This is an optimization exercise on Yosys and OpenROAD, whose aim is small area, not a production implementation.
In this exercise RTL edits were held to simulation tests only and were not proved equivalent to the original.
No activity file was given, so power comes from the tool's default toggle rates.

==> flow/design.v <==
module NewDatabusArbiter_v2 (
    sys_clk,
    data_in,  
    valid,
    porb,
    por_pulseb,
    timeoutb,
    eep_loadb,
    en_rail_rail,
    eeprom_cache,
    data_out,
    read_eep,
    pgm_eep,
    cache_out,
    p2s_en,
    reg0_ldb,
    reg1_ldb,
    reg2_ldb,
    reg3_ldb,
    eep_cycleb,
    eep_clrb
);
input wire sys_clk;
input wire [29:0] data_in;
input wire valid;
input wire porb;
input wire por_pulseb;
input wire timeoutb;
input wire eep_loadb;
input wire en_rail_rail;
input wire [63:0] eeprom_cache;
output reg [15:0] data_out;
output wire read_eep;
output wire pgm_eep;
output wire [63:0] cache_out;
output wire p2s_en;
output wire reg0_ldb;
output wire reg1_ldb;
output wire reg2_ldb;
output wire reg3_ldb;
output wire eep_cycleb;
output reg eep_clrb;
wire int_rstb = porb & por_pulseb & timeoutb;
localparam [2:0] T_INV  = 3'd2,    
                 T_NONE = 3'd4,    
                 T_WR   = 3'd6,    
                 T_ID   = 3'd1,    
                 T_RR   = 3'd3,    
                 T_RE   = 3'd0,    
                 T_PG   = 3'd5,    
                 T_SEL  = 3'd7;    
wire [3:0] in_mode = data_in[21:18];
wire [2:0] in_sel  = data_in[4:2];
reg [2:0] t_nxt;
always @* begin
    if (!valid)
        t_nxt = T_INV;
    else if (in_mode[3])
        t_nxt = T_NONE;
    else if (!in_mode[2])
        t_nxt = T_WR;
    else case (in_mode[1:0])
        2'd0: t_nxt = T_ID;
        2'd1: t_nxt = in_sel[2] ? T_RE : T_RR;
        2'd2: t_nxt = T_PG;
        default: t_nxt = (in_sel[2:1] == 2'b00) ? T_SEL : T_NONE;
    endcase
end
reg [2:0] cmd_t;
reg [1:0] cmd_k;
always @(posedge sys_clk, negedge int_rstb) begin
    if (!int_rstb)
        cmd_t <= T_INV;
    else
        cmd_t <= t_nxt;
end
always @(posedge sys_clk) begin
    cmd_k <= in_mode[2] ? in_sel[1:0] : in_mode[1:0];
end
wire c_inv = (cmd_t == T_INV);
wire c_wr  = (cmd_t == T_WR);
wire c_id  = (cmd_t == T_ID);
wire c_rr  = (cmd_t == T_RR);
wire c_re  = (cmd_t == T_RE);
wire c_pg  = (cmd_t == T_PG);
wire c_se  = (cmd_t == T_SEL) & ~cmd_k[0];
wire c_sr  = (cmd_t == T_SEL) &  cmd_k[0];
reg wr, id, rr, re, se, sr;
reg pg_p, pg_q;      
reg [1:0] addr;      
reg [2:0] fxn;       
always @(posedge sys_clk, negedge int_rstb) begin
    if (!int_rstb) begin
        wr <= 1'b0; id <= 1'b0; rr <= 1'b0; re <= 1'b0; se <= 1'b0; sr <= 1'b0;
        pg_p <= 1'b0; pg_q <= 1'b0;
    end else if (c_inv) begin
        wr <= 1'b0; id <= 1'b0; rr <= 1'b0; re <= 1'b0; se <= 1'b0; sr <= 1'b0;
        pg_p <= 1'b0; pg_q <= 1'b0;
    end else begin
        if (c_wr) wr <= 1'b1;
        if (c_id) id <= 1'b1;
        if (c_rr) rr <= 1'b1;
        if (c_re) re <= 1'b1;
        if (c_se) se <= 1'b1;
        if (c_sr) sr <= 1'b1;
        if (c_pg) begin
            pg_p <= pg_p | en_rail_rail;
            pg_q <= ~en_rail_rail | (pg_p & pg_q);
        end
    end
end
always @(posedge sys_clk) begin
    addr <= cmd_k;
    if (c_rr | c_re)
        fxn <= {c_re, cmd_k[1], cmd_k[1] ^ cmd_k[0]};
end
assign p2s_en     = id | rr | re;
assign read_eep   = re | se;
assign eep_cycleb = ~(pg_p | pg_q);
assign pgm_eep    = pg_p & pg_q;
always @(posedge sys_clk) begin
    eep_clrb <= ~pgm_eep & porb;
end
reg wff;
wire wstrobe = wr & ~wff;
reg [15:0] reg0, reg1, reg2, reg3;
assign cache_out = {reg3, reg2, reg1, reg0};
always @(posedge sys_clk, negedge porb) begin
    if (!porb) begin
        reg0 <= 16'd0;
        reg1 <= 16'd0;
        reg2 <= 16'd0;
        reg3 <= 16'd0;
    end else if (wstrobe) begin
        case (addr)
            2'd0: reg0 <= data_in[17:2];
            2'd1: reg1 <= data_in[17:2];
            2'd2: reg2 <= data_in[17:2];
            default: reg3 <= data_in[17:2];
        endcase
    end
end
reg       es_s, rs_s;
reg [1:0] es_i, rs_i;
reg       last_reg;      
wire e_go = se | es_s;
wire r_go = sr | rs_s;
wire e_on = es_s ^ (es_i == 2'd0);    
wire r_on = rs_s ^ (rs_i == 2'd0);
wire [15:0] eep_w0 = eeprom_cache[15:0];
wire [15:0] eep_w1 = eeprom_cache[31:16];
wire [15:0] eep_w2 = eeprom_cache[47:32];
wire [15:0] eep_w3 = eeprom_cache[63:48];
function [15:0] pick4;
    input [1:0] k;
    input [15:0] a0, a1, a2, a3;
    case (k)
        2'd0: pick4 = a0;
        2'd1: pick4 = a1;
        2'd2: pick4 = a2;
        default: pick4 = a3;
    endcase
endfunction
wire st_id  = ~wstrobe & id;
wire st_rr  = ~wstrobe & ~id & rr;
wire st_re  = ~wstrobe & ~id & ~rr & re;
wire st_seq = ~wstrobe & ~id & ~rr & ~re & ~(pg_p | pg_q);
wire st_e   = st_seq & e_go;
wire st_r   = st_seq & ~e_go & r_go;
wire st_idl = st_seq & ~e_go & ~r_go;
wire       rd_reg = (st_rr & ~fxn[2]) | (st_r & r_on);
wire       rd_eep = st_re | (st_e & e_on);
wire [1:0] rd_k   = (st_rr | st_re) ? fxn[1:0] : (st_e ? es_i : rs_i);
wire [3:0] rd_dec = {rd_k == 2'b10, rd_k == 2'b11, rd_k == 2'b01, rd_k == 2'b00};
wire [3:0] sel_r  = rd_dec & {4{rd_reg}};
wire [3:0] sel_e  = rd_dec & {4{rd_eep}};
wire [15:0] d_nxt = ({16{wstrobe}} & data_out)
                  | ({16{st_id}} & 16'hF001)
                  | ({16{sel_r[0]}} & reg0) | ({16{sel_r[1]}} & reg1)
                  | ({16{sel_r[2]}} & reg2) | ({16{sel_r[3]}} & reg3)
                  | ({16{sel_e[0]}} & eep_w0) | ({16{sel_e[1]}} & eep_w1)
                  | ({16{sel_e[2]}} & eep_w2) | ({16{sel_e[3]}} & eep_w3);
always @(posedge sys_clk, negedge int_rstb) begin
    if (!int_rstb) begin
        wff <= 1'b0;
        es_s <= 1'b0; es_i <= 2'd0;
        rs_s <= 1'b0; rs_i <= 2'd0;
        data_out <= 16'd0;
    end else begin
        data_out <= d_nxt;
        if (wstrobe)
            wff <= 1'b1;
        else if (st_idl)
            wff <= wr;
        if (st_e) begin
            es_s <= e_on;
            es_i <= {es_s & es_i[0], ~(es_s & es_i[1])};
        end else if (st_idl) begin
            es_s <= 1'b0; es_i <= 2'd0;
        end
        if (st_r) begin
            rs_s <= r_on;
            rs_i <= {rs_s & rs_i[0], ~(rs_s & rs_i[1])};
        end else if (st_idl) begin
            rs_s <= 1'b0; rs_i <= 2'd0;
        end
    end
end
always @(posedge sys_clk) begin
    if (st_e)
        last_reg <= 1'b0;
    else if (st_r)
        last_reg <= 1'b1;
end
wire       ld_s = last_reg ? rs_s : es_s;
wire [1:0] ld_i = last_reg ? rs_i : es_i;
assign reg0_ldb = ld_s & (ld_i == 2'b01);
assign reg1_ldb = ld_s & (ld_i == 2'b11);
assign reg2_ldb = ld_s & (ld_i == 2'b10);
assign reg3_ldb = ld_s & (ld_i == 2'b00);
endmodule
export LEC_CHECK = 0
export CAP_MARGIN = 5
export CORE_MARGIN = 2
export CORE_UTILIZATION = 55
export CTS_BUF_LIST = sky130_fd_sc_hd__clkbuf_8
export SLEW_MARGIN = 5
create_clock -name core_clock -period 5.0 [get_ports {sys_clk}]
standard.sh (not shown) runs the stock make flow with config.mk's settings and CLKGATE_MAP_FILE= SYNTH_SCRIPT=/design/flow/synth_recipe.tcl, a recipe that flattens the netlist after the stock synthesis.
==> flow/flow/run.sh <==
#!/bin/bash
# Layout flow: the standard ORFS flow with two changes.
#  1. Synthesis is ORFS's own synthesis script (synth_recipe.tcl), but ABC maps the
#     combinational logic with an area-oriented script (flow/abc_map.script) in place
#     of ORFS's speed script. Registers are mapped before ABC runs, so they are the
#     same cells with the same names as in the standard synthesis.
#  2. Port buffers are sky130_fd_sc_hd__buf_1 (buffer_ports -buffer_cell).
#  3. Clock tree synthesis inserts no dummy loads (-dont_use_dummy_load).
# Each tool's output goes to a log file in the work folder, and ORFS keeps its own
# per-step logs under orfs/logs.
set -euo pipefail
W=$(pwd)

# A copy of ORFS's scripts folder whose only difference is the ABC script.
rm -rf "$W/scripts_area"
mkdir -p "$W/scripts_area"
cp -a "$FLOW_HOME/scripts/." "$W/scripts_area/"
cp "$W/flow/abc_map.script" "$W/scripts_area/abc_speed.script"

bash "$W/standard.sh" SCRIPTS_DIR="$W/scripts_area" synth > "$W/synth.log" 2>&1
bash "$W/standard.sh" \
  "BUFFER_PORTS_ARGS=-buffer_cell sky130_fd_sc_hd__buf_1" \
  "CTS_ARGS=-sink_clustering_enable -repair_clock_nets -buf_list sky130_fd_sc_hd__clkbuf_8 -dont_use_dummy_load" \
  finish > "$W/layout.log" 2>&1
==> flow/flow/abc_map.script <==
strash
dch -f
amap -A 10 -F 3
Change:
--- a/flow/design.v
+++ b/flow/design.v
@@ -39,17 +39,17 @@
 output wire reg2_ldb;
 output wire reg3_ldb;
 output wire eep_cycleb;
 output reg eep_clrb;
 wire int_rstb = porb & por_pulseb & timeoutb;
-localparam [2:0] T_INV  = 3'd2,    
-                 T_NONE = 3'd4,    
-                 T_WR   = 3'd6,    
-                 T_ID   = 3'd1,    
-                 T_RR   = 3'd3,    
-                 T_RE   = 3'd0,    
-                 T_PG   = 3'd5,    
+localparam [2:0] T_INV  = 3'd0,    
+                 T_NONE = 3'd1,    
+                 T_WR   = 3'd2,    
+                 T_ID   = 3'd3,    
+                 T_RR   = 3'd4,    
+                 T_RE   = 3'd5,    
+                 T_PG   = 3'd6,    
                  T_SEL  = 3'd7;    
 wire [3:0] in_mode = data_in[21:18];
 wire [2:0] in_sel  = data_in[4:2];
 reg [2:0] t_nxt;
 always @* begin
@@ -110,11 +110,11 @@
     end
 end
 always @(posedge sys_clk) begin
     addr <= cmd_k;
     if (c_rr | c_re)
-        fxn <= {c_re, cmd_k[1], cmd_k[1] ^ cmd_k[0]};
+        fxn <= {c_re, cmd_k};
 end
 assign p2s_en     = id | rr | re;
 assign read_eep   = re | se;
 assign eep_cycleb = ~(pg_p | pg_q);
 assign pgm_eep    = pg_p & pg_q;
@@ -169,11 +169,11 @@
 wire st_r   = st_seq & ~e_go & r_go;
 wire st_idl = st_seq & ~e_go & ~r_go;
 wire       rd_reg = (st_rr & ~fxn[2]) | (st_r & r_on);
 wire       rd_eep = st_re | (st_e & e_on);
 wire [1:0] rd_k   = (st_rr | st_re) ? fxn[1:0] : (st_e ? es_i : rs_i);
-wire [3:0] rd_dec = {rd_k == 2'b10, rd_k == 2'b11, rd_k == 2'b01, rd_k == 2'b00};
+wire [3:0] rd_dec = {rd_k == 2'd3, rd_k == 2'd2, rd_k == 2'd1, rd_k == 2'd0};
 wire [3:0] sel_r  = rd_dec & {4{rd_reg}};
 wire [3:0] sel_e  = rd_dec & {4{rd_eep}};
 wire [15:0] d_nxt = ({16{wstrobe}} & data_out)
                   | ({16{st_id}} & 16'hF001)
                   | ({16{sel_r[0]}} & reg0) | ({16{sel_r[1]}} & reg1)
@@ -192,17 +192,17 @@
             wff <= 1'b1;
         else if (st_idl)
             wff <= wr;
         if (st_e) begin
             es_s <= e_on;
-            es_i <= {es_s & es_i[0], ~(es_s & es_i[1])};
+            es_i <= es_s ? es_i + 2'd1 : 2'd1;
         end else if (st_idl) begin
             es_s <= 1'b0; es_i <= 2'd0;
         end
         if (st_r) begin
             rs_s <= r_on;
-            rs_i <= {rs_s & rs_i[0], ~(rs_s & rs_i[1])};
+            rs_i <= rs_s ? rs_i + 2'd1 : 2'd1;
         end else if (st_idl) begin
             rs_s <= 1'b0; rs_i <= 2'd0;
         end
     end
 end
@@ -212,10 +212,10 @@
     else if (st_r)
         last_reg <= 1'b1;
 end
 wire       ld_s = last_reg ? rs_s : es_s;
 wire [1:0] ld_i = last_reg ? rs_i : es_i;
-assign reg0_ldb = ld_s & (ld_i == 2'b01);
-assign reg1_ldb = ld_s & (ld_i == 2'b11);
-assign reg2_ldb = ld_s & (ld_i == 2'b10);
-assign reg3_ldb = ld_s & (ld_i == 2'b00);
+assign reg0_ldb = ld_s & (ld_i == 2'd1);
+assign reg1_ldb = ld_s & (ld_i == 2'd2);
+assign reg2_ldb = ld_s & (ld_i == 2'd3);
+assign reg3_ldb = ld_s & (ld_i == 2'd0);
 endmodule
The changed run completed without violations.
Utilization is lower by 1.7 points.
Total power came out lower by 8.8%.
Setup slack improved by 180 ps.
Non-clock buffer count does not change.
Maximum frequency goes up by 4.7%.
Register-to-register slack is better by 180 ps.
Global-route usage came out lower by 2.1 points.
Final area grows by 1.7%.

static timing again, ports no longer ideal:
The flow's constraints put no driver on any port. The routed layouts listed below were extracted and timed again, unchanged, in two steps.
Step 1 sets driving cells, clkbuf_16 on the clock port and buf_2 on the other inputs (assumed; they add their load-dependent delay and slew).
Step 2 adds t to the input delays and takes it off the output delays; t is the mean of the earliest and latest rising clock arrival at the registers after step 1. Input paths then give back, and output paths get back, about the clock's delay inside the block.
a / b / c = ideal / step 1 / step 2; a / b = the first two.
| run | t, ns | setup slack, ns | worst hold slack (ns) | worst slew at a driven data input, ns | pins driven straight from the clock port |
|---|---|---|---|---|---|
| the first run | 0.379 | 1.079 / 1.079 / 1.079 | 0.400 / 0.400 / 0.400 | 0.05 | 1 |
| the second run | 0.380 | 1.256 / 1.256 / 1.256 | 0.398 / 0.398 / 0.398 | 0.05 | 1 |
After both steps every run listed still meets setup and hold.
